From an optimization exercise on the open Yosys and OpenROAD flow, aimed at small area and a short achievable clock period; shortcuts taken in it are not production practice. Only simulation tests tie the RTL to the original design; equivalence was not proved. No activity file was given, so power comes from the tool's default toggle rates.

<file path="config.mk">
export PLATFORM = sky130hd
export DESIGN_NAME = SyncFP32Adder2
export DESIGN_NICKNAME = SyncFP32Adder2
export VERILOG_FILES = /design/flow/design.v
export SDC_FILE = /design/flow/constraint.sdc
export NUM_CORES = 8
export LEC_CHECK = 0
export ABC_AREA = 1
export CAP_MARGIN = 20
export CORE_MARGIN = 2
export CORE_UTILIZATION = 55
export CTS_BUF_LIST = sky130_fd_sc_hd__clkbuf_8
export PLACE_DENSITY = 0.8
export SLEW_MARGIN = 20
</file>
<file path="constraint.sdc">
create_clock -name core_clock -period 9.5 [get_ports {clk}]
set_input_delay 1.9000 -clock core_clock [delete_from_list [all_inputs] [get_ports {clk}]]
set_output_delay 1.9000 -clock core_clock [all_outputs]
set_load 0.01 [all_outputs]
</file>
<file path="design.v">
module FP32Adder2_align(
    input  wire [31:0] a,
    input  wire [31:0] b,
    output wire        l_sign,
    output wire [7:0]  l_exp1,    
    output wire [23:0] l_manx,    
    output wire        sub,
    output wire [23:0] t_man,     
    output wire [1:0]  t_sh       
);
    assign sub = a[31] ^ b[31];
    wire [7:0] ea = a[30:23];
    wire [7:0] eb = b[30:23];
    wire [7:0] y;
    wire       c;
    sub8 ed(.x(ea), .y(eb), .d(y), .gt(c));
    wire [7:0] s  = y ^ {8{~c}};
    wire       far = |s[7:5];                   
    wire       ha = |ea;
    wire       hb = |eb;
    wire [23:0] ta = {ha, a[22:0]};
    wire [23:0] tb = {hb, b[22:0]};
    wire [23:0] t  = c ? {1'b0, tb[23:1]} : ta;
    wire [23:0] t1 = t >> {s[3:2], 2'b00};
    assign t_man  = far ? 24'd0 : s[4] ? {16'd0, t1[23:16]} : t1;
    assign t_sh   = s[1:0];
    wire [7:0] el = c ? ea : eb;
    assign l_exp1 = el + 8'd1;
    assign l_manx = (c ? ta : tb) ^ {24{sub}};
    assign l_sign = c ? a[31] : b[31];
endmodule
module sub8(
    input  wire [7:0] x,
    input  wire [7:0] y,
    output wire [7:0] d,
    output wire       gt
);
    wire [7:0] p = x ^ ~y;
    wire [7:0] g = x & ~y;
    wire [7:0] gl [0:3];
    wire [7:0] pl [0:3];
    assign gl[0] = g;
    assign pl[0] = p;
    genvar l, i;
    generate
        for (l = 0; l < 3; l = l + 1) begin : lv
            for (i = 0; i < 8; i = i + 1) begin : bt
                if ((i >> l) & 1) begin : m
                    localparam integer J = ((i >> l) << l) - 1;
                    assign gl[l+1][i] = gl[l][i] | (pl[l][i] & gl[l][J]);
                    assign pl[l+1][i] = pl[l][i] & pl[l][J];
                end else begin : t
                    assign gl[l+1][i] = gl[l][i];
                    assign pl[l+1][i] = pl[l][i];
                end
            end
        end
    endgenerate
    assign d  = p ^ {gl[3][6:0], 1'b0};
    assign gt = gl[3][7];
endmodule
module FP32Adder2(
    input  wire        l_sign,
    input  wire [23:0] l_manx,
    input  wire        sub,
    input  wire [23:0] t_man,
    input  wire [1:0]  t_sh,
    output wire [24:0] v,         
    output wire [4:0]  sh,        
    output wire        q,         
    output wire        sign
);
    wire [23:0] B  = t_man >> t_sh;
    wire [23:0] p0 = l_manx ^ B;
    wire [23:0] g0 = l_manx & B;
    wire [23:0] G, P;
    prefix24 pt(.g(g0), .p(p0), .G(G), .P(P));
    wire        co = G[23];              
    wire [23:0] m;
    assign m[0] = sub;
    assign m[23:1] = sub ? (co ? G[22:0] | P[22:0] : ~G[22:0]) : G[22:0];
    wire [23:0] r   = p0 ^ m;
    wire        ovf = co & ~sub;         
    wire [31:0] x = {1'b0, r[23:12], r[11] | r[10], r[9:0], 1'b0, 7'h7f};
    wire [4:0]  lz;
    lzc32 lzc(.x(x), .n(lz), .z());
    wire [24:0] v0 = {ovf, r};
    assign v    = sh[4] ? {v0[8:0], 16'd0} : v0;
    assign sh   = sub ? lz : {4'd0, ~ovf};
    assign q    = sub & ~|r[23:11];
    assign sign = l_sign ^ (sub & co);
endmodule
module FP32Adder2_norm(
    input  wire [24:0] v,
    input  wire [4:0]  sh,
    input  wire        q,
    input  wire [7:0]  l_exp1,
    output wire [22:0] mant,
    output wire [7:0]  exp,
    output wire        ovf
);
    wire [24:0] n = v << sh[3:0];
    assign mant = {n[23] & ~q, n[22:1]};
    wire zero = sh[4] & sh[3];
    wire [6:0] el = {1'b0, l_exp1[4:0], 1'b1} + {1'b0, ~sh, ~q};
    wire [2:0] hm = l_exp1[7:5] - 3'd1;
    wire [7:0] e  = {el[6] ? l_exp1[7:5] : hm, el[5:1]};
    assign exp = zero ? 8'd0 : e;
    wire [7:0] d  = l_exp1 ^ {3'd0, sh};
    wire [7:0] m;
    assign m[0] = 1'b1;
    genvar i;
    generate for (i = 1; i < 8; i = i + 1) begin : tm
        assign m[i] = &l_exp1[i-1:0];
    end endgenerate
    wire top = q ? ~|d : ~|(d ^ m);
    assign ovf = ~|l_exp1 | (~zero & top);
endmodule
module prefix24(
    input  wire [23:0] g,
    input  wire [23:0] p,
    output wire [23:0] G,
    output wire [23:0] P
);
    wire [23:0] gl [0:5];
    wire [23:0] pl [0:5];
    assign gl[0] = g;
    assign pl[0] = p;
    genvar l, i;
    generate
        for (l = 0; l < 5; l = l + 1) begin : lv
            for (i = 0; i < 24; i = i + 1) begin : bt
                if ((i >> l) & 1) begin : m
                    localparam integer J = ((i >> l) << l) - 1;
                    assign gl[l+1][i] = gl[l][i] | (pl[l][i] & gl[l][J]);
                    assign pl[l+1][i] = pl[l][i] & pl[l][J];
                end else begin : t
                    assign gl[l+1][i] = gl[l][i];
                    assign pl[l+1][i] = pl[l][i];
                end
            end
        end
    endgenerate
    assign G = gl[5];
    assign P = pl[5];
endmodule
module lzc32(
    input  wire [31:0] x,
    output wire [4:0]  n,
    output wire        z
);
    wire [15:0] a1;  wire [15:0] c1;
    wire [7:0]  a2;  wire [15:0] c2;
    wire [3:0]  a3;  wire [11:0] c3;
    wire [1:0]  a4;  wire [7:0]  c4;
    genvar i;
    generate
        for (i = 0; i < 16; i = i + 1) begin : l1
            assign a1[i] = x[2*i+1] | x[2*i];
            assign c1[i] = ~x[2*i+1];
        end
        for (i = 0; i < 8; i = i + 1) begin : l2
            assign a2[i] = a1[2*i+1] | a1[2*i];
            assign c2[2*i+1:2*i] = a1[2*i+1] ? {1'b0, c1[2*i+1]} : {1'b1, c1[2*i]};
        end
        for (i = 0; i < 4; i = i + 1) begin : l3
            assign a3[i] = a2[2*i+1] | a2[2*i];
            assign c3[3*i+2:3*i] = a2[2*i+1] ? {1'b0, c2[4*i+3:4*i+2]} : {1'b1, c2[4*i+1:4*i]};
        end
        for (i = 0; i < 2; i = i + 1) begin : l4
            assign a4[i] = a3[2*i+1] | a3[2*i];
            assign c4[4*i+3:4*i] = a3[2*i+1] ? {1'b0, c3[6*i+5:6*i+3]} : {1'b1, c3[6*i+2:6*i]};
        end
    endgenerate
    assign z = ~(a4[1] | a4[0]);
    assign n = a4[1] ? {1'b0, c4[7:4]} : {1'b1, c4[3:0]};
endmodule
module SyncFP32Adder2(
    input wire [31:0] a,
    input wire [31:0] b,
    output wire [31:0] S,
    output wire Overflow,
    input wire clk,
    input wire rst
);
    wire        l_sign_d, sub_d;
    wire [7:0]  l_exp1_d;
    wire [23:0] l_manx_d;
    wire [23:0] t_man_d;
    wire [1:0]  t_sh_d;
    FP32Adder2_align align(
        .a(a), .b(b),
        .l_sign(l_sign_d), .l_exp1(l_exp1_d), .l_manx(l_manx_d),
        .sub(sub_d), .t_man(t_man_d), .t_sh(t_sh_d)
    );
    reg        l_sign_q, sub_q;
    reg [7:0]  l_exp1_q;
    reg [23:0] l_manx_q;
    reg [23:0] t_man_q;
    reg [1:0]  t_sh_q;
    wire [24:0] v_d;
    wire [4:0]  sh_d;
    wire        q_d, sign_d;
    FP32Adder2 add(
        .l_sign(l_sign_q), .l_manx(l_manx_q),
        .sub(sub_q), .t_man(t_man_q), .t_sh(t_sh_q),
        .v(v_d), .sh(sh_d), .q(q_d), .sign(sign_d)
    );
    reg [24:0] v_q;
    reg [4:0]  sh_q;
    reg        q_q, sign_q;
    reg [7:0]  l_exp1_2q;
    reg first;
    always @(posedge clk, posedge rst) begin
        if (rst) first <= 1'b1;
        else     first <= 1'b0;
    end
    always @(posedge clk) begin
        l_sign_q  <= l_sign_d;
        sub_q     <= sub_d;
        l_exp1_q  <= l_exp1_d;
        l_manx_q  <= l_manx_d;
        t_man_q   <= t_man_d;
        t_sh_q    <= t_sh_d;
    end
    always @(posedge clk, posedge rst) begin
        if (rst) begin
            v_q       <= 25'd0;
            sh_q      <= 5'd1;
            q_q       <= 1'b0;
            sign_q    <= 1'b0;
            l_exp1_2q <= 8'd1;
        end else begin
            v_q       <= first ? 25'd0 : v_d;
            sh_q      <= sh_d | {first, first, 3'd0};
            q_q       <= q_d;
            sign_q    <= sign_d & ~first;
            l_exp1_2q <= l_exp1_q | {7'd0, first};
        end
    end
    wire [22:0] mant;
    wire [7:0]  exp;
    wire        ovf;
    FP32Adder2_norm norm(
        .v(v_q), .sh(sh_q), .q(q_q), .l_exp1(l_exp1_2q),
        .mant(mant), .exp(exp), .ovf(ovf)
    );
    assign S = {sign_q, exp, mant};
    assign Overflow = ovf;
endmodule
</file>
<file path="flow/run.sh">
#!/bin/bash
set -euo pipefail
export BUFFER_PORTS_ARGS="-buffer_cell sky130_fd_sc_hd__buf_1"
bash standard.sh > make.log 2>&1
</file>
<file path="standard.sh">
#!/bin/bash
# synth_recipe.tcl (not shown) runs the flow's synth.tcl, then flattens the netlist and writes it again
# the make line also repeats each setting of config.mk as NAME=value (left out here)
make -C /OpenROAD-flow-scripts/flow DESIGN_CONFIG=/design/flow/config.mk WORK_HOME=/design/flow/orfs CLKGATE_MAP_FILE= SYNTH_SCRIPT=/design/flow/synth_recipe.tcl "${@:-finish}"
</file>
==> results.sh, run 1 <==
export IMPL_synth_flop_cell="dfxtp_1"
export IMPL_hold_class="reg -> reg"
export IMPL_hold_viol=0
export IMPL_dieHeight_um=129.0
export IMPL_synthToLayoutAreaGrowth_pct=6.932
export IMPL_cts_htree_levels=3
export IMPL_finalCritPeriodShare=0.5903
export IMPL_grt_pass1_vias=7392
export IMPL_drt_wl_total_um=21540
export IMPL_synth_cell_types=59
export IMPL_die_area_um2=16640
export IMPL_final_cells=1603
export IMPL_path_clk_slew_ns=0.09
export IMPL_synth_area_top_cells="nand2_1, dfxtp_1, dfrtp_1"
export IMPL_fin_ws_ns=3.892
export IMPL_synth_area_um2=8592
export IMPL_synth_seq_cells=100
export IMPL_numCtsBuffers=9
export IMPL_cts_tree="done"
export IMPL_worstPathRequired_ns=7.60
export IMPL_n_antenna_cell=0
export IMPL_nets=1497
export IMPL_hold_start="l_exp1_q[4]$_DFF_P_"
export IMPL_drive_gt1_frac=0.06178
export IMPL_slew_limit_headroom=0.3492
export IMPL_finalClockSkew_ns=0.01013
export IMPL_fillers=1504
export IMPL_viasPerCell=5.332
export IMPL_port_buffers=98
export IMPL_cts_root_buf="clkbuf_8"
export IMPL_wl_met1_um=9439
export IMPL_io_pins=99
export IMPL_r2r_slack_ns=4.45
export IMPL_reg2reg_depth=23
export IMPL_cts_setup_buffers=0
export IMPL_ir_drop_mv=0.08135
export IMPL_ant_nets=0
export IMPL_synth_top_area_share=0.1796
export IMPL_powerDensity_nw_per_um2=228.1
export IMPL_dpl_hpwl_um=17440
export IMPL_avgSynthCellArea_um2=6.470
export IMPL_rows=45
export IMPL_syn_inst=1328
export IMPL_arrival_ns=3.71
export IMPL_die_w_um=129.0
export IMPL_holdPathStages=0
export IMPL_clk_latency_ns=0.39
export IMPL_cts_sinks=100
export IMPL_dr_pass1_iters=8
export IMPL_maxCapViolations=0
export IMPL_setup_viol=0
export IMPL_holdBufCountCts=0
export IMPL_seq_power_share=0.285
export IMPL_track_usage=0.2616
export IMPL_p_clk_frac=0.119
export IMPL_wl_met2_um=10250
export IMPL_ys_seq_area_frac=0.2567
export IMPL_place_ws_ns=4.058
export IMPL_synth_edff_count=0
export IMPL_min_period_ns=5.608
export IMPL_min_to="l_exp1_2q[4]$_DFF_PP0_"
export IMPL_crit_type="reg -> out"
export IMPL_p_int_uw=1024
export IMPL_fmax_mhz=178.3
export IMPL_placed_cells=1587
export IMPL_rsz0062_at_grt="false"
export IMPL_path_max_fanout=28
export IMPL_regToRegEndpoint="v_q[7]$_DFF_PP0_"
export IMPL_vias=8547
export IMPL_top_layer="met4"
export IMPL_fin_setup_tns_ns=0
export IMPL_synth_largest_area_cell="nand2_1"
export IMPL_wire_per_inst_um=13.44
export IMPL_post_cts_resized=0
export IMPL_drv_slew=0
export IMPL_end_kind="output port"
export IMPL_p_leak_uw=0.004665
export IMPL_drt_iter0_drc=567
export IMPL_start_util=0.5631
export IMPL_async_flop_share=0.4000
export IMPL_post_route_drc_count=0
export IMPL_yosysWarnings=3
export IMPL_p_comb_frac=0.596
export IMPL_p_sw_frac=0.5113
export IMPL_grt_max_degree=70
export IMPL_power_switching_uw=1072
export IMPL_grt_ovfl_total=0
export IMPL_grt_pass1_wl_um=35020
export IMPL_tightest_slew_ns=0.9752
export IMPL_synth_nets=1438
export IMPL_dr_wl_met3_um=1178
export IMPL_outcome="complete, no violations"
export IMPL_reg2reg_from="t_sh_q[1]$_DFF_P_"
export IMPL_clock_path_buffers=2
export IMPL_core_region_area_um2=15260
export IMPL_startpoint_type="register"
export IMPL_antenna_found_initial=0
export IMPL_gp_congestion=0.9892
==> worst max path at each step <==
stage / from / endpoint / slack, ns / cells after the start
3_3_place_gp: b[23] / t_man_q[0]$_SDFF_PP0_ / 4.13 / 16
5_1_grt: sh_q[2]$_DFF_PP0_ / S[30] / 3.46 / 11
4_1_cts: sh_q[2]$_DFF_PP0_ / S[30] / 3.89 / 11
2_1_floorplan: b[23] / t_man_q[0]$_SDFF_PP0_ / 5.22 / 13
6_report: sh_q[2]$_DFF_PP0_ / S[30] / 3.89 / 11
3_5_place_dp: b[23] / t_man_q[0]$_SDFF_PP0_ / 4.06 / 16
==> flip-flops by register name (all words and copies together), names as in the netlist <==
register / flops
sh_q: 5
sub_q: 1
first: 1
l_exp1_q: 8
sign_q: 1
t_sh_q: 2
t_man_q: 24
q_q: 1
l_exp1_2q: 8
v_q: 24
l_manx_q: 24
l_sign_q: 1
==> area by class of cell <==
| class | count | area, um2 | area share |
|---|---|---|---|
| clock inverters | 7 | 48.80 | 0.005311 |
| well taps | 211 | 264.0 | 0.02873 |
| inverters | 146 | 551.8 | 0.06006 |
| repair buffers | 103 | 405.4 | 0.04412 |
| clock buffers | 9 | 123.9 | 0.01348 |
| flip-flops and latches | 100 | 2206 | 0.2401 |
| multi-input cells | 1027 | 5588 | 0.6082 |
==> power by group through the flow <==
stage	Clock, uW	Sequential, uW	Combinational [uW]
CTS	255	597	1240
detailed placement	0	606	1230
floorplan	0	553	992
finish	250	597	1250
global placement	0	604	1220
global route	274	609	1410
==> critical path, stage by stage (launching register included) <==
cell and delay [ns]:
dfrtp_1 0.70, clkinv_1 0.67, ha_1 0.58, nand2_1 0.11, nor2_1 0.04, a211oi_1 0.28
o21ai_0 0.13, a21oi_1 0.32, nand2_1 0.11, xor2_1 0.16, nor2_1 0.08, buf_1 0.15
==> routing by layer <==
metal	vias to the layer above	global-route usage
li1	4432	-
met2	302	0.4513
met4	0	0.1029
met5	-	0
met1	3775	0.3323
met3	38	0.03534
==> placed cells by master, fill, tap and decap left out, types with 3 or more instances in the layout <==
| cell type | n |
|---|---|
| xnor2_1 | 6 |
| buf_4 | 5 |
| nor4_1 | 4 |
| a32oi_1 | 3 |
| nand2_4 | 6 |
| ha_1 | 40 |
| nor2_4 | 4 |
| a21o_1 | 4 |
| nor2_1 | 89 |
| a211oi_1 | 6 |
| dfxtp_1 | 60 |
| inv_2 | 4 |
| nand4_1 | 9 |
| o31ai_1 | 5 |
| clkbuf_8 | 9 |
| nand2_2 | 11 |
| clkinv_1 | 3 |
| nor2_2 | 22 |
| nor3_1 | 12 |
| a22oi_1 | 3 |
| o211ai_1 | 5 |
| dfstp_2 | 3 |
| mux2i_1 | 40 |
| fa_1 | 4 |
| a21oi_1 | 56 |
| o21bai_1 | 4 |
| o21ai_0 | 131 |
| inv_1 | 138 |
| nand3_1 | 72 |
| nand2_1 | 410 |
| buf_1 | 98 |
| or2_2 | 4 |
| a31oi_1 | 6 |
| dfrtp_1 | 37 |
| nand3b_1 | 4 |
| o21ai_1 | 4 |
| xor2_1 | 40 |
==> logic make-up (layout without fill, tap and decap cells) <==
logic type      count (synthesis)  after routing  synth area share
fa+ha+maj                      44             44           0.06757
xor+xnor                       47             47           0.04791
simple gates                  651            651            0.3263
compound gates                244            244            0.1603
other cells                     1              1         0.0004365
buf+inv                       201            265           0.09407
flops                         100            100            0.2567
mux                            40             40           0.04660
==> synth_stat cells (5+ instances only) <==
cell type and count:
nor3_1 12, dfrtp_1 37, a31oi_1 6, inv_1 137, mux2i_1 40, o21ai_0 131
nand2_1 411, nand4_1 9, buf_1 7, nand3_1 72, dfxtp_1 60, a211oi_1 6
o31ai_1 5, o211ai_1 5, ha_1 40, buf_2 7, a21oi_1 56, xor2_1 40
nor2_2 22, nor2_1 89, xnor2_1 7, nand2_4 6, nand2_2 10, clkbuf_1 36
==> through the flow <==
step / hold slack [ns] / total power [uW] / util / area (um2)
5_1_grt: 0.3434 / 2290 / 0.6021 / 9188
2_1_floorplan: 0.3163 / 1545 / - / 8592
3_5_place_dp: 0.3195 / 1840 / 0.5908 / 9015
4_1_cts: 0.3320 / 2092 / 0.6021 / 9188
3_3_place_gp: 0.3187 / 1822 / 0.5908 / 9015
6_report: 0.3313 / 2096 / 0.6021 / 9188
==> run 2: changes to the inputs <==
--- a/config.mk
+++ b/config.mk
@@ -12,3 +12,4 @@
 export CTS_BUF_LIST = sky130_fd_sc_hd__clkbuf_8
 export PLACE_DENSITY = 0.8
+export SETUP_SLACK_MARGIN = 4.5
 export SLEW_MARGIN = 20
==> results.sh, run 2 <==
export IMPL_ant_nets=0
export IMPL_ys_seq_area_frac=0.2567
export IMPL_final_common_cell="nand2_1"
export IMPL_startpoint_type="register"
export IMPL_die_area_um2=16640
export IMPL_path_clk_slew_ns=0.09
export IMPL_synth_cell_types=59
export IMPL_clock_path_buffers=2
export IMPL_rsz0062_at_grt="false"
export IMPL_dieHeight_um=129.0
export IMPL_synth_largest_area_cell="nand2_1"
export IMPL_powerDensity_nw_per_um2=229.1
export IMPL_synth_edff_count=0
export IMPL_synth_area_top_cells="nand2_1, dfxtp_1, dfrtp_1"
export IMPL_cts_tree="done"
export IMPL_critical_path_buf_inv_count=2
export IMPL_hold_class="reg -> reg"
export IMPL_grt_max_degree=70
export IMPL_synth_seq_cells=100
export IMPL_arrival_ns=2.97
export IMPL_grt_pass1_vias=7425
export IMPL_synthToLayoutAreaGrowth_pct=7.689
export IMPL_post_route_drc_count=0
export IMPL_grt_ovfl_total=0
export IMPL_fillers=1502
export IMPL_cts_root_buf="clkbuf_8"
export IMPL_yosysMostFrequentCell="nand2_1"
export IMPL_cp_top_family="compound AO/OA/AOI/OAI gates"
export IMPL_crit_type="reg -> out"
export IMPL_clk_latency_ns=0.39
export IMPL_drv_slew=0
export IMPL_core_region_area_um2=15260
export IMPL_final_cell_mix="nand2_1, inv_1, o21ai_0"
export IMPL_ir_drop_mv=0.08216
export IMPL_multi_input_area_um2=5594
export IMPL_hold_start="l_exp1_q[4]$_DFF_P_"
export IMPL_min_period_ns=4.874
export IMPL_dr_pass1_iters=6
export IMPL_setup_viol=0
export IMPL_synth_flop_cell="dfxtp_1"
export IMPL_fin_setup_tns_ns=0
export IMPL_p_sw_frac=0.5118
export IMPL_hold_viol=0
export IMPL_p_int_uw=1035
export IMPL_port_buffers=98
export IMPL_rows=45
export IMPL_reg2reg_from="t_sh_q[1]$_DFF_P_"
export IMPL_seq_area_um2=2220
export IMPL_drive_gt1_frac=0.07235
export IMPL_drt_wl_total_um=21890
export IMPL_async_flop_share=0.4000
export IMPL_path_max_fanout=26
export IMPL_reg_top3="l_manx_q x24, t_man_q x24, v_q x24"
export IMPL_p_clk_frac=0.119
export IMPL_crit_path_max_incr_delay_ns=0.59
export IMPL_yosys_area_share_simple=0.3263
export IMPL_start_util=0.5631
export IMPL_n_antenna_cell=0
export IMPL_p_comb_frac=0.596
export IMPL_slew_limit_headroom=0.3530
export IMPL_placed_cells=1587
export IMPL_dpl_hpwl_um=17440
export IMPL_final_cells=1607
export IMPL_finalClockSkew_ns=0.01045
export IMPL_cts_htree_levels=3
export IMPL_slowest_stage="dfrtp_4"
export IMPL_seq_power_share=0.285
export IMPL_tightest_slew_ns=0.9695
export IMPL_crit_start="sh_q[1]$_DFF_PP0_"
export IMPL_end_kind="output port"
export IMPL_nets=1501
export IMPL_syn_inst=1328
export IMPL_holdBufCountCts=0
export IMPL_synth_nets=1438
export IMPL_power_switching_uw=1085
export IMPL_fmax_mhz=205.2
export IMPL_io_pins=99
export IMPL_worstPathRequired_ns=7.60
export IMPL_outcome="complete, no violations"
export IMPL_maxCapViolations=0
export IMPL_wire_per_inst_um=13.62
export IMPL_yosysWarnings=3
export IMPL_synth_area_um2=8592
export IMPL_post_route_util=0.6064
export IMPL_path_cells="clkinvlp_4 -> ha_1 -> nand2_1 -> nor2_1 -> a211oi_1 -> o21ai_0 -> a21oi_2 -> nand2_1 -> xor2_1 -> nor2_1 -> buf_1"
export IMPL_synth_top_area_share=0.1796
export IMPL_vias=8580
export IMPL_die_w_um=129.0
export IMPL_grt_pass1_wl_um=35140
export IMPL_finalCritPeriodShare=0.5130
export IMPL_viasPerCell=5.339
export IMPL_p_leak_uw=0.004658
export IMPL_synth_top_family_by_area="simple AND/OR/NAND/NOR gates"
export IMPL_cts_sinks=100
export IMPL_numCtsBuffers=9
export IMPL_synthAdderAreaFrac=0.06757
export IMPL_yosys_top_cells_count="nand2_1, inv_1, o21ai_0"
export IMPL_gp_congestion=0.9892
export IMPL_synth_compound_area_frac=0.1603
export IMPL_muxShareOfSynthArea=0.04660
export IMPL_avgSynthCellArea_um2=6.470
export IMPL_track_usage=0.2626
export IMPL_drt_iter0_drc=556
export IMPL_synth_xor_area_frac=0.04791
export IMPL_antenna_found_initial=0
==> run 2: cells by family (layout without fill, tap and decap cells) <==
logic type                 count (synthesis)  count (layout)
xor gates and xnor gates                  47              47
and+or+nand+nor                          651             651
muxes                                     40              40
other                                      1               1
adders and majority gates                 44              44
buffers and inverters                    201             269
AOI/OAI and AO/OA                        244             244
DFF                                      100             100
==> run 2: layer usage <==
| metal | vias to the layer above | GRT usage | share of wire |
|---|---|---|---|
| met5 | - | 0 | 0 |
| met4 | 0 | 0.1055 | 0.030 |
| met3 | 37 | 0.03576 | 0.057 |
| met2 | 301 | 0.4528 | 0.48 |
| met1 | 3804 | 0.3326 | 0.44 |
| li1 | 4438 | - | - |
==> run 2: path summary, 6_finish.rpt <==
path | to | cells after the start | slack, ns
hold reg to reg | l_exp1_2q[4]$_DFF_PP0_ | 0 | 0.33
min in group asynchronous | l_exp1_2q[7]$_DFF_PP0_ | 3 | 1.58
setup reg to reg | v_q[7]$_DFF_PP0_ | 23 | 4.98
max in group asynchronous | sh_q[1]$_DFF_PP0_ | 3 | 7.54
hold / removal | l_exp1_2q[4]$_DFF_PP0_ | 0 | 0.33
setup / recovery | S[30] | 11 | 4.63
==> run 2: power by group through the flow <==
stage / Clock [uW] / Combinational (uW) / Sequential (uW)
floorplan: 0 / 992 / 553
global placement: 0 / 1220 / 604
detailed placement: 0 / 1230 / 606
CTS: 255 / 1240 / 600
global route: 274 / 1420 / 617
finish: 252 / 1260 / 605
==> run 2: final cells by class <==
| type | count | area share |
|---|---|---|
| flip-flops and latches | 100 | 0.2399 |
| clock inverters | 7 | 0.005274 |
| inverters | 146 | 0.06180 |
| multi-input cells | 1027 | 0.6046 |
| repair buffers | 105 | 0.04544 |
| well taps | 211 | 0.02853 |
| repair inverters | 2 | 0.001082 |
| clock buffers | 9 | 0.01339 |
==> run 2: stage by stage <==
| stage | setup WS, ns | instance area, um2 | power [uW] | hold WS, ns |
|---|---|---|---|---|
| finish | 4.626 | 9253 | 2120 | 0.3313 |
| global placement | 4.127 | 9015 | 1822 | 0.3187 |
| detailed placement | 4.058 | 9015 | 1840 | 0.3195 |
| CTS | 4.504 | 9209 | 2098 | 0.3320 |
| global route | 4.419 | 9253 | 2310 | 0.3434 |
| floorplan | 5.220 | 8592 | 1545 | 0.3163 |
==> run 2: what timing repair did <==
item | 4_1_cts | 5_1_grt
buffers inserted | 0 | 2
gates resized for setup | 7 | 8
endpoints found under the setup margin | 8 | 31
gates cloned | 1 | 1
==> run 3: changes to the inputs <==
==> flow/run.sh (replaced) <==
#!/bin/bash
set -euo pipefail
export BUFFER_PORTS_ARGS="-buffer_cell sky130_fd_sc_hd__buf_1"
export SETUP_SLACK_MARGIN=5.5
bash standard.sh > make.log 2>&1
--- a/config.mk
+++ b/config.mk
@@ -12,4 +12,3 @@
 export CTS_BUF_LIST = sky130_fd_sc_hd__clkbuf_8
 export PLACE_DENSITY = 0.8
-export SETUP_SLACK_MARGIN = 4.5
 export SLEW_MARGIN = 20
==> results.sh, run 3 <==
export IMPL_multi_input_area_um2=6267
export IMPL_p_clk_frac=0.115
export IMPL_syn_inst=1328
export IMPL_synth_seq_cells=100
export IMPL_avgSynthCellArea_um2=6.470
export IMPL_cts_sinks=100
export IMPL_die_area_um2=16640
export IMPL_yosysMostFrequentCell="nand2_1"
export IMPL_drt_wl_total_um=25870
export IMPL_yosysWarnings=3
export IMPL_hold_ws_ns=0.3325
export IMPL_synth_top_area_share=0.1796
export IMPL_synth_area_top_cells="nand2_1, dfxtp_1, dfrtp_1"
export IMPL_gp_congestion=0.9873
export IMPL_synthToLayoutAreaGrowth_pct=24.83
export IMPL_rows=45
export IMPL_post_route_drc_count=0
export IMPL_synth_nets=1438
export IMPL_start_util=0.5631
export IMPL_p_sw_frac=0.5039
export IMPL_cts_htree_levels=3
export IMPL_fmax_mhz=234.5
export IMPL_nets=1581
export IMPL_arrival_ns=2.36
export IMPL_power_switching_uw=1302
export IMPL_grt_pass1_vias=8158
export IMPL_holdBufCountCts=0
export IMPL_finalCritPeriodShare=0.4489
export IMPL_ys_seq_area_frac=0.2567
export IMPL_tightest_slew_ns=1.049
export IMPL_post_route_util=0.7029
export IMPL_track_usage=0.2887
export IMPL_synth_area_um2=8592
export IMPL_hold_viol=0
export IMPL_synth_edff_count=0
export IMPL_fin_setup_tns_ns=0
export IMPL_drt_iter0_drc=653
export IMPL_cts_root_buf="clkbuf_8"
export IMPL_final_cells=1687
export IMPL_p_leak_uw=0.005232
export IMPL_hold_class="reg -> reg"
export IMPL_p_int_uw=1282
export IMPL_viasPerCell=5.530
export IMPL_total_power_uw=2585
export IMPL_grt_pass1_wl_um=38720
export IMPL_fillers=1245
export IMPL_dr_pass1_iters=5
export IMPL_reg_top3="l_manx_q x24, t_man_q x24, v_q x24"
export IMPL_yosys_top_cells_count="nand2_1, inv_1, o21ai_0"
export IMPL_dieHeight_um=129.0
export IMPL_grt_max_degree=70
export IMPL_path_max_fanout=4
export IMPL_setup_viol=0
export IMPL_numCtsBuffers=9
export IMPL_drive_gt1_frac=0.2209
export IMPL_n_antenna_cell=0
export IMPL_clk_latency_ns=0.40
export IMPL_powerDensity_nw_per_um2=241.0
export IMPL_finalClockSkew_ns=0.01097
export IMPL_drv_slew=0
export IMPL_port_buffers=98
export IMPL_min_period_ns=4.264
export IMPL_dpl_hpwl_um=17460
export IMPL_io_pins=99
export IMPL_worstPathRequired_ns=7.60
export IMPL_cts_tree="done"
export IMPL_outcome="complete, no violations"
export IMPL_rsz0062_at_grt="true"
export IMPL_die_w_um=129.0
export IMPL_crit_type="reg -> out"
export IMPL_wire_per_inst_um=15.33
export IMPL_async_flop_share=0.4000
export IMPL_synth_cell_types=59
export IMPL_ant_nets=0
export IMPL_final_cell_mix="nand2_1, inv_1, o21ai_0, nor2_1, nand3_1"
export IMPL_seq_power_share=0.229
export IMPL_p_comb_frac=0.655
export IMPL_synth_largest_area_cell="nand2_1"
export IMPL_antenna_found_initial=0
export IMPL_seq_area_um2=2226
export IMPL_path_clk_slew_ns=0.10
export IMPL_slew_limit_headroom=0.3002
export IMPL_core_region_area_um2=15260
export IMPL_end_kind="output port"
export IMPL_maxCapViolations=0
export IMPL_synth_flop_cell="dfxtp_1"
export IMPL_startpoint_type="register"
export IMPL_grt_ovfl_total=0
export IMPL_clock_path_buffers=2
export IMPL_final_common_cell="nand2_1"
export IMPL_ir_drop_mv=0.1048
export IMPL_vias=9329
export IMPL_placed_cells=1587
==> run 3: cell counts after synthesis <==
Identical to the previous run, type by type.
==> run 3: critical path, stage by stage (launching register included) <==
cell        delay (ns)
dfrtp_4           0.46
clkinvlp_4        0.12
ha_4              0.28
nand2_4           0.08
nor2_4            0.04
a211oi_2          0.20
o21ai_1           0.12
a21oi_2           0.19
buf_4             0.14
xor2_1            0.14
nor2_1            0.06
buf_2             0.14
==> run 3: cells by family after synthesis <==
| group | Yosys count | share of synthesized area |
|---|---|---|
| flip-flops | 100 | 0.2567 |
| AO/OA/AOI/OAI | 244 | 0.1603 |
| other | 1 | 0.0004365 |
| buffers and inverters | 201 | 0.09407 |
| adder cells (fa/ha/maj) | 44 | 0.06757 |
| XOR/XNOR | 47 | 0.04791 |
| multiplexers | 40 | 0.04660 |
| AND/OR/NAND/NOR | 651 | 0.3263 |
==> run 3: timing repair <==
| item | CTS | global route |
|---|---|---|
| cloned | 10 | 6 |
| buffers inserted | 23 | 45 |
| setup endpoints to repair | 88 | 76 |
| pin swaps | 12 | 50 |
| resized for setup | 123 | 143 |
==> run 3: cell type report <==
cell class                      instances  share of cell area
Timing Repair inverter                  7            0.004316
Multi-Input combinational cell       1032              0.5843
Inverter                              146             0.05681
Timing Repair Buffer                  175              0.1025
Sequential cell                       100              0.2075
Clock buffer                            9             0.01155
Tap cell                              211             0.02461
Clock inverter                          7            0.008283
==> run 3: per-layer routing <==
metal / global-route usage / wire, um / up-vias
met3: 0.03576 / 1570 / 86
met5: 0 / 0 / -
li1: - / - / 4610
met4: 0.1375 / 997 / 0
met1: 0.3586 / 10530 / 4239
met2: 0.4983 / 12770 / 394
==> run 3: path summary, 6_finish.rpt <==
check / cells past startpoint / startpoint / to / slack [ns]
worst max-delay path: 11 / sh_q[1]$_DFF_PP0_ / S[28] / 5.24
worst min register to register: 0 / l_exp1_q[2]$_DFF_P_ / l_exp1_2q[2]$_DFF_PP0_ / 0.33
worst min-delay path: 0 / l_exp1_q[2]$_DFF_P_ / l_exp1_2q[2]$_DFF_PP0_ / 0.33
max in group asynchronous: 3 / rst / sh_q[1]$_DFF_PP0_ / 7.53
min in group asynchronous: 3 / rst / l_exp1_2q[6]$_DFF_PP0_ / 1.58
worst max register to register: 27 / t_sh_q[0]$_DFF_P_ / v_q[22]$_DFF_PP0_ / 5.69
==> run 3: power groups by stage <==
stage / clock network, uW / logic (uW) / registers, uW
3_3_place_gp: 0 / 1220 / 605
5_1_grt: 316 / 1850 / 601
6_report: 298 / 1690 / 593
2_1_floorplan: 0 / 1010 / 553
3_5_place_dp: 0 / 1240 / 607
4_1_cts: 300 / 1430 / 587
==> run 3: through the flow <==
stage | setup slack [ns] | cell area (um2)
after global routing | 5.131 | 10730
after detailed placement | 4.442 | 9042
final | 5.236 | 10730
after CTS | 5.289 | 9843
after floorplan | 5.441 | 8657
after global placement | 4.554 | 9042
==> run 4: changes to the inputs <==
==> flow/run.sh (replaced) <==
#!/bin/bash
set -euo pipefail
export BUFFER_PORTS_ARGS="-buffer_cell sky130_fd_sc_hd__buf_1"
export SETUP_SLACK_MARGIN=5.8
bash standard.sh > make.log 2>&1
==> results.sh, run 4 <==
export IMPL_outcome="complete, no violations"
export IMPL_synth_edff_count=0
export IMPL_hold_start="l_exp1_q[7]$_DFF_P_"
export IMPL_final_common_cell="nand2_1"
export IMPL_slew_limit_headroom=0.2265
export IMPL_synth_seq_cells=100
export IMPL_fin_ws_ns=5.143
export IMPL_ys_seq_area_frac=0.2567
export IMPL_dpl_hpwl_um=17330
export IMPL_cts_root_buf="clkbuf_8"
export IMPL_dieHeight_um=129.0
export IMPL_synth_largest_area_cell="nand2_1"
export IMPL_finalCritPeriodShare=0.4586
export IMPL_fillers=878
export IMPL_synth_cell_types=59
export IMPL_powerDensity_nw_per_um2=248.5
export IMPL_drt_iter0_drc=1215
export IMPL_multi_input_area_um2=6855
export IMPL_path_cells="fa_2 -> nor2_2 -> a211oi_2 -> o21ai_1 -> a21oi_2 -> nand2_1 -> xor2_1 -> nor2_1 -> buf_2"
export IMPL_fin_setup_tns_ns=0
export IMPL_cts_sinks=100
export IMPL_final_cells=1747
export IMPL_syn_inst=1328
export IMPL_drive_gt1_frac=0.3242
export IMPL_rows=45
export IMPL_dr_wl_met3_um=3072
export IMPL_port_buffers=98
export IMPL_synth_flop_cell="dfxtp_1"
export IMPL_min_period_ns=4.357
export IMPL_synth_area_um2=8592
export IMPL_place_ws_ns=4.213
export IMPL_top_layer="met4"
export IMPL_viasPerCell=6.116
export IMPL_slowest_stage="dfstp_4"
export IMPL_synth_nets=1438
export IMPL_start_util=0.5631
export IMPL_cts_htree_levels=3
export IMPL_end_kind="output port"
export IMPL_antenna_found_initial=0
export IMPL_avgSynthCellArea_um2=6.470
export IMPL_p_leak_uw=0.005822
export IMPL_path_clk_slew_ns=0.10
export IMPL_clk_latency_ns=0.40
export IMPL_crit_path_max_incr_delay_ns=0.69
export IMPL_synthToLayoutAreaGrowth_pct=40.73
export IMPL_wire_per_inst_um=18.91
export IMPL_numCtsBuffers=9
export IMPL_seq_area_um2=2222
export IMPL_ant_nets=0
export IMPL_maxCapViolations=0
export IMPL_cts_tree="done"
export IMPL_reg_top3="l_manx_q x24, t_man_q x24, v_q x24"
export IMPL_die_w_um=129.0
export IMPL_async_flop_share=0.4000
export IMPL_grt_pass1_vias=9101
export IMPL_ir_drop_mv=0.1030
export IMPL_r2r_slack_ns=5.58
export IMPL_final_cell_mix="nand2_1, inv_1, buf_4"
export IMPL_post_route_util=0.7925
export IMPL_finalClockSkew_ns=0.01754
export IMPL_placed_cells=1587
export IMPL_tightest_slew_ns=1.159
export IMPL_startpoint_type="register"
export IMPL_holdPathStages=0
export IMPL_reg2reg_from="t_sh_q[0]$_DFF_P_"
export IMPL_n_antenna_cell=0
export IMPL_reg2reg_depth=28
export IMPL_track_usage=0.3290
export IMPL_post_route_drc_count=0
export IMPL_regToRegEndpoint="v_q[18]$_DFF_PP0_"
export IMPL_fmax_mhz=229.5
export IMPL_drv_slew=0
export IMPL_gp_congestion=0.9664
export IMPL_wl_met1_um=11790
export IMPL_min_to="l_exp1_2q[7]$_DFF_PP0_"
export IMPL_vias=10685
export IMPL_yosysWarnings=3
export IMPL_synth_area_top_cells="nand2_1, dfxtp_1, dfrtp_1"
export IMPL_yosysMostFrequentCell="nand2_1"
export IMPL_grt_pass1_wl_um=43920
export IMPL_arrival_ns=2.46
export IMPL_hold_class="reg -> reg"
export IMPL_drt_wl_total_um=33040
export IMPL_dr_pass1_iters=7
export IMPL_die_area_um2=16640
export IMPL_rsz0062_at_grt="true"
export IMPL_setup_viol=0
export IMPL_worstPathRequired_ns=7.60
export IMPL_yosys_top_cells_count="nand2_1, inv_1, o21ai_0"
export IMPL_grt_max_degree=41
export IMPL_path_max_fanout=4
export IMPL_io_pins=99
export IMPL_wl_met2_um=15970
export IMPL_grt_ovfl_total=0
export IMPL_nets=1642
export IMPL_core_region_area_um2=15260
export IMPL_hold_viol=0
export IMPL_synth_top_area_share=0.1796
export IMPL_crit_type="reg -> out"
export IMPL_clock_path_buffers=2
[run 4: cell counts after synthesis]
Identical to the previous run, type by type.
[run 4: kinds of logic (layout without fill, tap and decap cells)]
family / count (synthesis) / count (layout) / share of synthesized area
flops: 100 / 100 / 0.2567
compound gates: 244 / 244 / 0.1603
simple gates: 651 / 657 / 0.3263
fa+ha+maj: 44 / 44 / 0.06757
xor+xnor: 47 / 47 / 0.04791
buf+inv: 201 / 403 / 0.09407
other cells: 1 / 1 / 0.0004365
mux: 40 / 40 / 0.04660
[run 4: final cells by class]
type,count,area share
Multi-Input combinational cell,1033,0.5669
Sequential cell,100,0.1838
Timing Repair Buffer,235,0.1486
Inverter,146,0.05505
Tap cell,211,0.02183
Clock buffer,9,0.01024
Clock inverter,6,0.008796
Timing Repair inverter,7,0.004760
[run 4: metrics by stage]
stage	power [uW]	area [um2]	hold slack, ns
after detailed placement	1879	9194	0.3195
final	3005	12090	0.3331
after floorplan	1609	8907	0.3163
after global placement	1853	9194	0.3181
after CTS	2462	10600	0.3328
after global routing	3159	12090	0.3405
[run 4: how the worst max path moves through the flow]
stage / startpoint / endpoint / depth (start not counted)
4_1_cts: sh_q[0]$_DFF_PP1_ / S[30] / 9
6_report: sh_q[0]$_DFF_PP1_ / S[30] / 9
5_1_grt: sh_q[0]$_DFF_PP1_ / S[30] / 9
3_3_place_gp: b[23] / t_man_q[6]$_SDFF_PP0_ / 18
2_1_floorplan: b[23] / t_man_q[2]$_SDFF_PP0_ / 13
3_5_place_dp: b[23] / t_man_q[6]$_SDFF_PP0_ / 18
[run 4: timing repair]
item	4_1_cts	5_1_grt
setup endpoints to repair	110	84
hold buffers	0	0
pin swaps	48	108
cloned	15	5
setup buffers	57	68
gates resized for setup	175	294
[run 4: power by group]
group          total [uW]  internal, uW  switching [uW]
combinational        2080           812            1270
clock                 329           173             157
sequential            595           518            77.2
[run 4: critical path, delay by kind of cell (launching register included)]
kind	cells	cell delay (ns)
fa+ha+maj	1	0.23
flops	1	0.69
xor+xnor	1	0.16
buf+inv	1	0.15
compound gates	3	0.56
simple gates	3	0.27
[run 4: metal layers]
| metal | track usage | vias up |
|---|---|---|
| li1 | - | 4743 |
| met1 | 0.4016 | 4877 |
| met2 | 0.5777 | 821 |
| met3 | 0.04782 | 244 |
| met4 | 0.1432 | 0 |
| met5 | 0 | - |
==> run 5: changes to the inputs <==
==> flow/run.sh (replaced) <==
#!/bin/bash
set -euo pipefail
export BUFFER_PORTS_ARGS="-buffer_cell sky130_fd_sc_hd__buf_1"
export SETUP_SLACK_MARGIN=5.2
bash standard.sh > make.log 2>&1
==> results.sh, run 5 <==
export IMPL_outcome="complete, no violations"
export IMPL_cts_htree_levels=3
export IMPL_reg2reg_from="t_sh_q[0]$_DFF_P_"
export IMPL_ant_nets=0
export IMPL_p_int_uw=1109
export IMPL_post_route_util=0.6371
export IMPL_dpl_hpwl_um=17440
export IMPL_regToRegEndpoint="v_q[7]$_DFF_PP0_"
export IMPL_grt_max_degree=70
export IMPL_maxCapViolations=0
export IMPL_synth_seq_cells=100
export IMPL_finalClockSkew_ns=0.01532
export IMPL_viasPerCell=5.376
export IMPL_startpoint_type="register"
export IMPL_crit_type="reg -> out"
export IMPL_synth_xor_area_frac=0.04791
export IMPL_yosys_top_cells_count="nand2_1, inv_1, o21ai_0"
export IMPL_clk_latency_ns=0.39
export IMPL_slowest_stage="dfstp_2"
export IMPL_placed_cells=1587
export IMPL_slew_limit_headroom=0.3504
export IMPL_power_switching_uw=1142
export IMPL_final_cell_mix="nand2_1, inv_1, o21ai_0"
export IMPL_synth_top_family_by_area="simple AND/OR/NAND/NOR gates"
export IMPL_synthToLayoutAreaGrowth_pct=13.15
export IMPL_wire_per_inst_um=14.20
export IMPL_fmax_mhz=234.3
export IMPL_clock_path_buffers=2
export IMPL_ys_seq_area_frac=0.2567
export IMPL_reg_top3="l_manx_q x24, t_man_q x24, v_q x24"
export IMPL_path_clk_slew_ns=0.09
export IMPL_yosys_area_share_simple=0.3263
export IMPL_hold_viol=0
export IMPL_endpoint="S[28]"
export IMPL_arrival_ns=2.37
export IMPL_yosysMostFrequentCell="nand2_1"
export IMPL_yosysWarnings=3
export IMPL_fin_setup_tns_ns=0
export IMPL_p_clk_frac=0.112
export IMPL_drt_wl_total_um=23270
export IMPL_synth_compound_area_frac=0.1603
export IMPL_path_max_fanout=3
export IMPL_crit_path_max_incr_delay_ns=0.54
export IMPL_cp_num_cells=10
export IMPL_muxShareOfSynthArea=0.04660
export IMPL_worstPathRequired_ns=7.60
export IMPL_hold_class="reg -> reg"
export IMPL_synth_flop_cell="dfxtp_1"
export IMPL_p_comb_frac=0.628
export IMPL_path_cells="inv_1 -> fa_2 -> nor2_2 -> a211oi_2 -> o21ai_2 -> a21oi_2 -> buf_4 -> xor2_1 -> nor2_1 -> clkbuf_2"
export IMPL_tightest_slew_ns=0.9734
export IMPL_synth_cell_types=59
export IMPL_min_period_ns=4.267
export IMPL_r2r_slack_ns=5.48
export IMPL_grt_pass1_wl_um=36690
export IMPL_hold_ws_ns=0.3312
export IMPL_synth_nets=1438
export IMPL_synth_largest_area_cell="nand2_1"
export IMPL_gp_congestion=0.9892
export IMPL_ir_drop_mv=0.08725
export IMPL_reg2reg_depth=23
export IMPL_syn_inst=1328
export IMPL_track_usage=0.2741
export IMPL_vias=8811
export IMPL_io_pins=99
export IMPL_port_buffers=98
export IMPL_p_sw_frac=0.5074
export IMPL_final_common_cell="nand2_1"
export IMPL_async_flop_share=0.4000
export IMPL_cts_tree="done"
export IMPL_end_kind="output port"
export IMPL_finalCritPeriodShare=0.4492
export IMPL_synth_area_um2=8592
export IMPL_antenna_found_initial=0
export IMPL_start_util=0.5631
export IMPL_post_route_drc_count=0
export IMPL_critical_path_buf_inv_count=3
export IMPL_p_leak_uw=0.004850
export IMPL_hold_start="l_exp1_q[4]$_DFF_P_"
export IMPL_drv_slew=0
export IMPL_numCtsBuffers=9
export IMPL_avgSynthCellArea_um2=6.470
export IMPL_drive_gt1_frac=0.1169
export IMPL_synth_edff_count=0
export IMPL_grt_pass1_vias=7646
export IMPL_synth_area_top_cells="nand2_1, dfxtp_1, dfrtp_1"
export IMPL_holdBufCountCts=0
export IMPL_drt_iter0_drc=579
export IMPL_rsz0062_at_grt="true"
export IMPL_dieHeight_um=129.0
export IMPL_die_area_um2=16640
export IMPL_cp_top_family="flip-flops"
export IMPL_rows=45
export IMPL_powerDensity_nw_per_um2=231.6
export IMPL_cts_root_buf="clkbuf_8"
export IMPL_seq_power_share=0.260
export IMPL_dr_pass1_iters=6
export IMPL_cts_sinks=100
export IMPL_final_cells=1639
export IMPL_crit_start="l_exp1_2q[0]$_DFF_PP1_"
export IMPL_nets=1533
export IMPL_synth_top_area_share=0.1796
export IMPL_die_w_um=129.0
export IMPL_grt_ovfl_total=0
export IMPL_synthAdderAreaFrac=0.06757
export IMPL_n_antenna_cell=0
export IMPL_fillers=1428
export IMPL_setup_viol=0
export IMPL_total_power_uw=2252
export IMPL_core_region_area_um2=15260
## run 5: per-stage QoR
step / instance area, um2 / worst slack (ns)
2_1_floorplan: 8592 / 5.220
3_3_place_gp: 9015 / 4.127
3_5_place_dp: 9015 / 4.058
4_1_cts: 9379 / 5.141
5_1_grt: 9722 / 5.089
6_report: 9722 / 5.233
## run 5: worst min path at each step
stage,to,slack [ns],cells after the start
floorplan,l_exp1_2q[1]$_DFF_PP0_,0.32,0
global placement,l_exp1_2q[5]$_DFF_PP0_,0.32,0
detailed placement,l_exp1_2q[4]$_DFF_PP0_,0.32,0
CTS,l_exp1_2q[4]$_DFF_PP0_,0.33,0
global route,l_exp1_2q[7]$_DFF_PP0_,0.34,0
finish,l_exp1_2q[4]$_DFF_PP0_,0.33,0
## run 5: timing repair
| item | CTS | global route |
|---|---|---|
| gates cloned | 4 | 4 |
| setup buffers | 11 | 17 |
| endpoints found under the setup margin | 77 | 64 |
| resized for setup | 28 | 60 |
| pin swaps | 1 | 11 |
## run 5: cell type report
cell class / instances / area [um2] / area share
clock buffers: 9 / 123.9 / 0.01274
repair buffers: 131 / 655.6 / 0.06744
repair inverters: 6 / 36.28 / 0.003732
clock inverters: 7 / 48.80 / 0.005019
multi-input cells: 1029 / 5782 / 0.5947
inverters: 146 / 589.3 / 0.06062
flip-flops and latches: 100 / 2222 / 0.2286
well taps: 211 / 264.0 / 0.02716
## run 5: logic make-up (layout without fill, tap and decap cells)
kind of cell | count (synthesis) | after routing
AND/OR/NAND/NOR | 651 | 653
flip-flops | 100 | 100
other | 1 | 1
adder cells (fa/ha/maj) | 44 | 44
XOR/XNOR | 47 | 47
multiplexers | 40 | 40
buffers and inverters | 201 | 299
AO/OA/AOI/OAI | 244 | 244
## run 5: metal layers
layer	vias up	GRT usage	wire length, um
met5	-	0	0
met4	0	0.1106	741
met3	46	0.03867	1294
met2	328	0.4777	11260
met1	3934	0.3420	9973
li1	4503	-	-
## run 5: power groups by stage
stage                     Clock (uW)  Sequential (uW)  Combinational (uW)
final                            252              585                1410
after global routing             272              594                1570
after CTS                        255              583                1300
after detailed placement           0              606                1230
after global placement             0              604                1220
after floorplan                    0              553                 992
==> run 6: changes to the inputs <==
==> flow/run.sh (replaced) <==
#!/bin/bash
set -euo pipefail
export BUFFER_PORTS_ARGS="-buffer_cell sky130_fd_sc_hd__buf_1"
export SETUP_SLACK_MARGIN=5.1
bash standard.sh > make.log 2>&1
==> results.sh, run 6 <==
export IMPL_outcome="complete, no violations"
export IMPL_crit_start="l_exp1_2q[0]$_DFF_PP1_"
export IMPL_synth_area_um2=8592
export IMPL_ant_nets=0
export IMPL_wl_met1_um=9858
export IMPL_track_usage=0.2719
export IMPL_path_clk_slew_ns=0.09
export IMPL_powerDensity_nw_per_um2=230.1
export IMPL_dieHeight_um=129.0
export IMPL_r2r_slack_ns=5.36
export IMPL_synth_top_area_share=0.1796
export IMPL_die_area_um2=16640
export IMPL_grt_ovfl_total=0
export IMPL_arrival_ns=2.48
export IMPL_avgSynthCellArea_um2=6.470
export IMPL_holdPathStages=0
export IMPL_synth_edff_count=0
export IMPL_path_common_cell="nor2_1"
export IMPL_seq_power_share=0.268
export IMPL_start_util=0.5631
export IMPL_core_region_area_um2=15260
export IMPL_cts_tree="done"
export IMPL_rsz0062_at_grt="true"
export IMPL_drt_wl_total_um=23010
export IMPL_maxCapViolations=0
export IMPL_min_to="l_exp1_2q[4]$_DFF_PP0_"
export IMPL_placed_cells=1587
export IMPL_async_flop_share=0.4000
export IMPL_final_cells=1629
export IMPL_rows=45
export IMPL_reg2reg_from="t_sh_q[0]$_DFF_P_"
export IMPL_fmax_mhz=228.1
export IMPL_end_kind="output port"
export IMPL_slowest_stage="dfstp_2"
export IMPL_hold_start="l_exp1_q[4]$_DFF_P_"
export IMPL_fin_setup_tns_ns=0
export IMPL_synth_flop_cell="dfxtp_1"
export IMPL_dr_wl_met3_um=1322
export IMPL_grt_pass1_wl_um=36350
export IMPL_p_clk_frac=0.115
export IMPL_top_layer="met4"
export IMPL_grt_max_degree=70
export IMPL_cts_htree_levels=3
export IMPL_reg_top3="l_manx_q x24, t_man_q x24, v_q x24"
export IMPL_p_leak_uw=0.004779
export IMPL_port_buffers=98
export IMPL_post_route_drc_count=0
export IMPL_hold_viol=0
export IMPL_dpl_hpwl_um=17440
export IMPL_final_common_cell="nand2_1"
export IMPL_ys_seq_area_frac=0.2567
export IMPL_worstPathRequired_ns=7.60
export IMPL_yosys_top_cells_count="nand2_1, inv_1, o21ai_0"
export IMPL_synth_area_top_cells="nand2_1, dfxtp_1, dfrtp_1"
export IMPL_total_power_uw=2195
export IMPL_reg2reg_depth=24
export IMPL_numCtsBuffers=9
export IMPL_n_antenna_cell=0
export IMPL_crit_type="reg -> out"
export IMPL_fin_ws_ns=5.116
export IMPL_crit_path_max_incr_delay_ns=0.55
export IMPL_path_max_fanout=3
export IMPL_cts_sinks=100
export IMPL_dr_pass1_iters=5
export IMPL_drt_iter0_drc=559
export IMPL_hold_class="reg -> reg"
export IMPL_p_comb_frac=0.617
export IMPL_final_cell_mix="nand2_1, inv_1, o21ai_0"
export IMPL_nets=1523
export IMPL_finalClockSkew_ns=0.01405
export IMPL_tightest_slew_ns=0.9646
export IMPL_wl_met2_um=11050
export IMPL_synthToLayoutAreaGrowth_pct=11.01
export IMPL_gp_congestion=0.9892
export IMPL_path_cells="inv_1 -> fa_1 -> nor2_1 -> a211oi_2 -> o21ai_2 -> a21oi_2 -> buf_4 -> xor2_1 -> nor2_1 -> clkbuf_2"
export IMPL_cts_root_buf="clkbuf_8"
export IMPL_synth_nets=1438
export IMPL_antenna_found_initial=0
export IMPL_hold_ws_ns=0.3312
export IMPL_yosysMostFrequentCell="nand2_1"
export IMPL_synth_largest_area_cell="nand2_1"
export IMPL_synth_cell_types=59
export IMPL_ir_drop_mv=0.08795
export IMPL_clk_latency_ns=0.40
export IMPL_min_period_ns=4.384
export IMPL_finalCritPeriodShare=0.4615
export IMPL_place_ws_ns=4.058
export IMPL_drv_slew=0
export IMPL_setup_viol=0
export IMPL_grt_pass1_vias=7596
export IMPL_drive_gt1_frac=0.09873
export IMPL_startpoint_type="register"
export IMPL_power_switching_uw=1122
export IMPL_viasPerCell=5.410
export IMPL_die_w_um=129.0
export IMPL_wire_per_inst_um=14.12
export IMPL_io_pins=99
export IMPL_vias=8813
export IMPL_clock_path_buffers=2
export IMPL_regToRegEndpoint="v_q[7]$_DFF_PP0_"
export IMPL_slew_limit_headroom=0.3562
export IMPL_p_int_uw=1073
export IMPL_yosysWarnings=3
export IMPL_p_sw_frac=0.5110
export IMPL_syn_inst=1328
export IMPL_synth_seq_cells=100
[run 6: cell type report]
class / count / area [um2]
fill: 1475 / 5720
clock inverter: 7 / 48.80
multi-input combinational: 1028 / 5699
clock buffer: 9 / 123.9
timing repair buffer: 123 / 563.0
tap: 211 / 264.0
inverter: 146 / 585.6
sequential: 100 / 2222
timing repair inverter: 5 / 31.28
[run 6: power by group through the flow]
stage,sequential (uW),combinational (uW),clock (uW)
2_1_floorplan,553,992,0
3_3_place_gp,604,1220,0
3_5_place_dp,606,1230,0
4_1_cts,587,1290,255
5_1_grt,596,1510,274
6_report,588,1360,252
[run 6: worst max-delay path by stage]
stage	endpoint	slack, ns	cells after the start
final	S[28]	5.12	10
after global routing	S[28]	5.04	10
after CTS	S[30]	5.04	9
after detailed placement	t_man_q[0]$_SDFF_PP0_	4.06	16
after global placement	t_man_q[0]$_SDFF_PP0_	4.13	16
after floorplan	t_man_q[0]$_SDFF_PP0_	5.22	13
[run 6: kinds of logic (layout without fill, tap and decap cells)]
family,count (synthesis),count (layout),share of synthesized area
adders and majority gates,44,44,0.06757
other,1,1,0.0004365
xor gates and xnor gates,47,47,0.04791
DFF,100,100,0.2567
muxes,40,40,0.04660
buffers and inverters,201,290,0.09407
AOI/OAI and AO/OA,244,244,0.1603
and+or+nand+nor,651,652,0.3263
[run 6: per-stage QoR]
stage	instance area [um2]	util
2_1_floorplan	8592	-
3_3_place_gp	9015	0.5908
3_5_place_dp	9015	0.5908
4_1_cts	9318	0.6107
5_1_grt	9538	0.6251
6_report	9538	0.6251
[run 6: routing by layer]
metal	vias up	global-route usage
li1	4489	-
met5	-	0
met2	327	0.4734
met1	3949	0.3407
met3	48	0.03701
met4	0	0.1093
[run 6: what timing repair did]
action                     CTS  global route
cloned                       4             2
resized for setup           20            29
buffers inserted             7            13
setup endpoints to repair   70            55
pin swaps                    0             4
hold buffers                 0             0
[run 6: worst max-delay path, delay by kind of cell (launching register included)]
| kind | cells | cell delay, ns |
|---|---|---|
| AO/OA/AOI/OAI | 3 | 0.32 |
| XOR/XNOR | 1 | 0.13 |
| AND/OR/NAND/NOR | 2 | 0.25 |
| buffers and inverters | 3 | 0.37 |
| adder cells (fa/ha/maj) | 1 | 0.47 |
| flip-flops | 1 | 0.55 |
==> run 7: changes to the inputs <==
==> flow/run.sh (replaced) <==
#!/bin/bash
set -euo pipefail
export BUFFER_PORTS_ARGS="-buffer_cell sky130_fd_sc_hd__buf_1"
bash standard.sh > make.log 2>&1
--- a/config.mk
+++ b/config.mk
@@ -6,5 +6,4 @@
 export NUM_CORES = 8
 export LEC_CHECK = 0
-export ABC_AREA = 1
 export CAP_MARGIN = 20
 export CORE_MARGIN = 2
@@ -12,3 +11,4 @@
 export CTS_BUF_LIST = sky130_fd_sc_hd__clkbuf_8
 export PLACE_DENSITY = 0.8
+export SETUP_SLACK_MARGIN = 5
 export SLEW_MARGIN = 20
==> results.sh, run 7 <==
export IMPL_drv_slew=0
export IMPL_drive_gt1_frac=0.2558
export IMPL_grt_ovfl_total=0
export IMPL_dieHeight_um=129.5
export IMPL_synth_area_top_cells="dfxtp_1, dfrtp_1, mux2i_1"
export IMPL_antenna_found_initial=0
export IMPL_synth_flop_cell="dfxtp_1"
export IMPL_multi_input_area_um2=6759
export IMPL_startpoint_type="register"
export IMPL_rsz0062_at_grt="true"
export IMPL_powerDensity_nw_per_um2=201.9
export IMPL_drt_iter0_drc=883
export IMPL_grt_max_degree=41
export IMPL_synth_top_area_share=0.1388
export IMPL_dpl_hpwl_um=17360
export IMPL_hold_class="reg -> reg"
export IMPL_synth_edff_count=0
export IMPL_die_w_um=129.5
export IMPL_vias=8928
export IMPL_nets=1266
export IMPL_path_max_fanout=8
export IMPL_setup_viol=0
export IMPL_finalCritPeriodShare=0.4834
export IMPL_grt_pass1_vias=7960
export IMPL_clock_path_buffers=2
export IMPL_seq_area_um2=2222
export IMPL_slew_limit_headroom=0.3308
export IMPL_wire_per_inst_um=20.23
export IMPL_path_clk_slew_ns=0.10
export IMPL_port_buffers=98
export IMPL_grt_pass1_wl_um=39320
export IMPL_numCtsBuffers=9
export IMPL_syn_inst=986
export IMPL_synth_nets=1096
export IMPL_outcome="complete, no violations"
export IMPL_arrival_ns=4.88
export IMPL_clk_latency_ns=0.37
export IMPL_muxShareOfSynthArea=0.1816
export IMPL_synth_largest_area_cell="dfxtp_1"
export IMPL_place_ws_ns=3.475
export IMPL_reg_top3="l_manx_q x24, t_man_q x24, v_q x24"
export IMPL_end_kind="register"
export IMPL_avgSynthCellArea_um2=8.779
export IMPL_yosysWarnings=3
export IMPL_final_common_cell="buf_1"
export IMPL_dr_pass1_iters=7
export IMPL_yosys_top_cells_count="mux2i_1, nand2_1, nor2_1"
export IMPL_die_area_um2=16760
export IMPL_yosysMostFrequentCell="mux2i_1"
export IMPL_synth_xor_area_frac=0.05464
export IMPL_min_period_ns=4.592
export IMPL_cts_htree_levels=3
export IMPL_synth_seq_cells=100
export IMPL_ant_nets=0
export IMPL_synthToLayoutAreaGrowth_pct=27.75
export IMPL_fin_setup_tns_ns=0
export IMPL_yosys_area_share_simple=0.1992
export IMPL_crit_type="reg -> reg"
export IMPL_holdBufCountCts=0
export IMPL_cts_tree="done"
export IMPL_fin_ws_ns=4.908
export IMPL_tightest_slew_ns=0.9966
export IMPL_ir_drop_mv=0.1010
export IMPL_synthAdderAreaFrac=0.06707
export IMPL_synth_cell_types=84
export IMPL_fillers=1075
export IMPL_hold_viol=0
export IMPL_drt_wl_total_um=27750
export IMPL_n_antenna_cell=0
export IMPL_finalClockSkew_ns=0.007794
export IMPL_ys_seq_area_frac=0.2548
export IMPL_core_region_area_um2=15310
export IMPL_rows=45
export IMPL_synth_top_family_by_area="compound AO/OA/AOI/OAI gates"
export IMPL_synth_compound_area_frac=0.2006
export IMPL_synth_area_um2=8656
export IMPL_cts_root_buf="clkbuf_8"
export IMPL_placed_cells=1254
export IMPL_track_usage=0.2938
export IMPL_post_route_drc_count=0
export IMPL_fmax_mhz=217.8
export IMPL_final_cells=1372
export IMPL_p_leak_uw=0.004449
export IMPL_cts_sinks=100
export IMPL_worstPathRequired_ns=9.79
export IMPL_gp_congestion=0.9804
export IMPL_final_cell_mix="buf_1, buf_4, mux2i_1"
export IMPL_start_util=0.5652
export IMPL_async_flop_share=0.4000
export IMPL_io_pins=99
export IMPL_viasPerCell=6.507
export IMPL_maxCapViolations=0
==> run 7: cell types whose count changed after synthesis, sizes merged, moves of 15 or more <==
cell	before	now
a21o	4	19
and2	0	23
and3	0	17
inv	142	37
mux2i	40	85
mux4	0	30
nand2	427	73
nand3	75	27
nor2	116	72
nor2b	0	23
o21ai	137	35
o22ai	0	17
xnor2	7	45
xor2	40	9
==> run 7: final timing paths <==
| path | startpoint | to | slack [ns] | depth (start not counted) |
|---|---|---|---|---|
| worst max-delay path | t_sh_q[1]$_DFF_P_ | v_q[21]$_DFF_PP0_ | 4.91 | 17 |
| worst min-delay path | l_exp1_q[4]$_DFF_P_ | l_exp1_2q[4]$_DFF_PP0_ | 0.33 | 0 |
| worst max register to register | t_sh_q[1]$_DFF_P_ | v_q[21]$_DFF_PP0_ | 4.91 | 17 |
| worst min register to register | l_exp1_q[4]$_DFF_P_ | l_exp1_2q[4]$_DFF_PP0_ | 0.33 | 0 |
| max in group asynchronous | rst | sh_q[2]$_DFF_PP0_ | 7.52 | 3 |
| min in group asynchronous | rst | l_exp1_2q[6]$_DFF_PP0_ | 1.59 | 3 |
==> run 7: where the power goes <==
group / internal [uW] / leakage, uW / switching [uW] / total [uW]
Combinational: 628 / 0.00336 / 779 / 1410
Clock: 105 / 0.0000985 / 149 / 254
Sequential: 503 / 0.000994 / 68.6 / 572
Total: 1240 / 0.00445 / 996 / 2230
==> run 7: cell type report <==
type | count | share of cell area
Multi-Input combinational cell | 799 | 0.6112
Sequential cell | 100 | 0.2010
Timing Repair Buffer | 207 | 0.1316
Tap cell | 211 | 0.02387
Inverter | 38 | 0.01516
Clock buffer | 10 | 0.01245
Clock inverter | 6 | 0.004300
Timing Repair inverter | 1 | 0.0004526
==> run 7: worst max-delay path: stages (launching register included) <==
cell     delay, ns
dfxtp_4       0.45
buf_6         0.16
mux2i_1       0.32
mux2i_1       0.17
ha_2          0.37
a21oi_4       0.23
o21ai_4       0.14
a221o_1       0.45
buf_4         0.19
o21ai_4       0.19
buf_4         0.17
nand4_1       0.12
and4b_2       0.33
or4_4         0.52
nor4_4        0.16
buf_6         0.18
nand4_4       0.19
o22ai_1       0.18
==> run 7: stage by stage <==
| stage | cell area, um2 | total power (uW) | utilization | hold slack [ns] |
|---|---|---|---|---|
| after floorplan | 8842 | 1401 | - | 0.3163 |
| after global placement | 9259 | 1626 | 0.6046 | 0.3199 |
| after detailed placement | 9259 | 1638 | 0.6046 | 0.3195 |
| after CTS | 10100 | 1985 | 0.6597 | 0.3327 |
| after global routing | 11060 | 2356 | 0.7221 | 0.3356 |
| final | 11060 | 2232 | 0.7221 | 0.3327 |
==> run 7: repair_timing <==
action                     in CTS  in global routing
pin swaps                      20                 48
gates cloned                    6                  4
gates resized for setup        60                 98
setup endpoints to repair      72                 55
setup buffers                  33                 59
hold endpoints to repair        0                  0
==> run 7: routing by layer <==
layer  share of wire  routed length [um]  global-route usage
met1            0.39               10680              0.3712
met2            0.48               13460              0.5009
met3           0.075                2073             0.04170
met4           0.055                1533              0.1341
met5               0                   0                   0
==> run 7: logic make-up (layout without fill, tap and decap cells) <==
logic type | Yosys count | count (layout)
AND/OR/NAND/NOR | 329 | 329
flip-flops | 100 | 100
AO/OA/AOI/OAI | 249 | 252
adder cells (fa/ha/maj) | 44 | 44
XOR/XNOR | 54 | 54
other | 1 | 1
buffers and inverters | 90 | 262
multiplexers | 119 | 119

separate check: timing with driven ports:
The results above use ideal ports. As a check the final layouts listed here were re-extracted and re-timed, cells and wires unchanged. Step 1, drivers: a clkbuf_16 drives clk and a buf_2 each remaining input, both assumed. Step 2 also shifts input and output timing later by t, the mid clock arrival at the registers, as if the neighbouring blocks saw the same clock. Three values: ideal ports, drivers, drivers and shift; two values: the first two.
run	shift t [ns]	slack for setup (ns)	latest minus earliest clock arrival (ns)
run 1	0.420	3.892 / 3.855 / 3.999	0.013 / 0.013
run 2	0.422	4.626 / 4.589 / 4.454	0.014 / 0.014
run 3	0.430	5.236 / 5.195 / 5.050	0.013 / 0.013
run 4	0.426	5.143 / 5.109 / 5.112	0.018 / 0.018
run 5	0.422	5.233 / 5.195 / 4.893	0.016 / 0.017
run 6	0.424	5.116 / 5.079 / 4.771	0.018 / 0.017
run 7	0.414	4.908 / 4.908 / 4.613	0.009 / 0.009
After both steps every run listed still meets setup and hold. For run 6, which loses most, drivers alone change the setup slack by -0.037 ns; drivers and shift together by -0.345 ns.
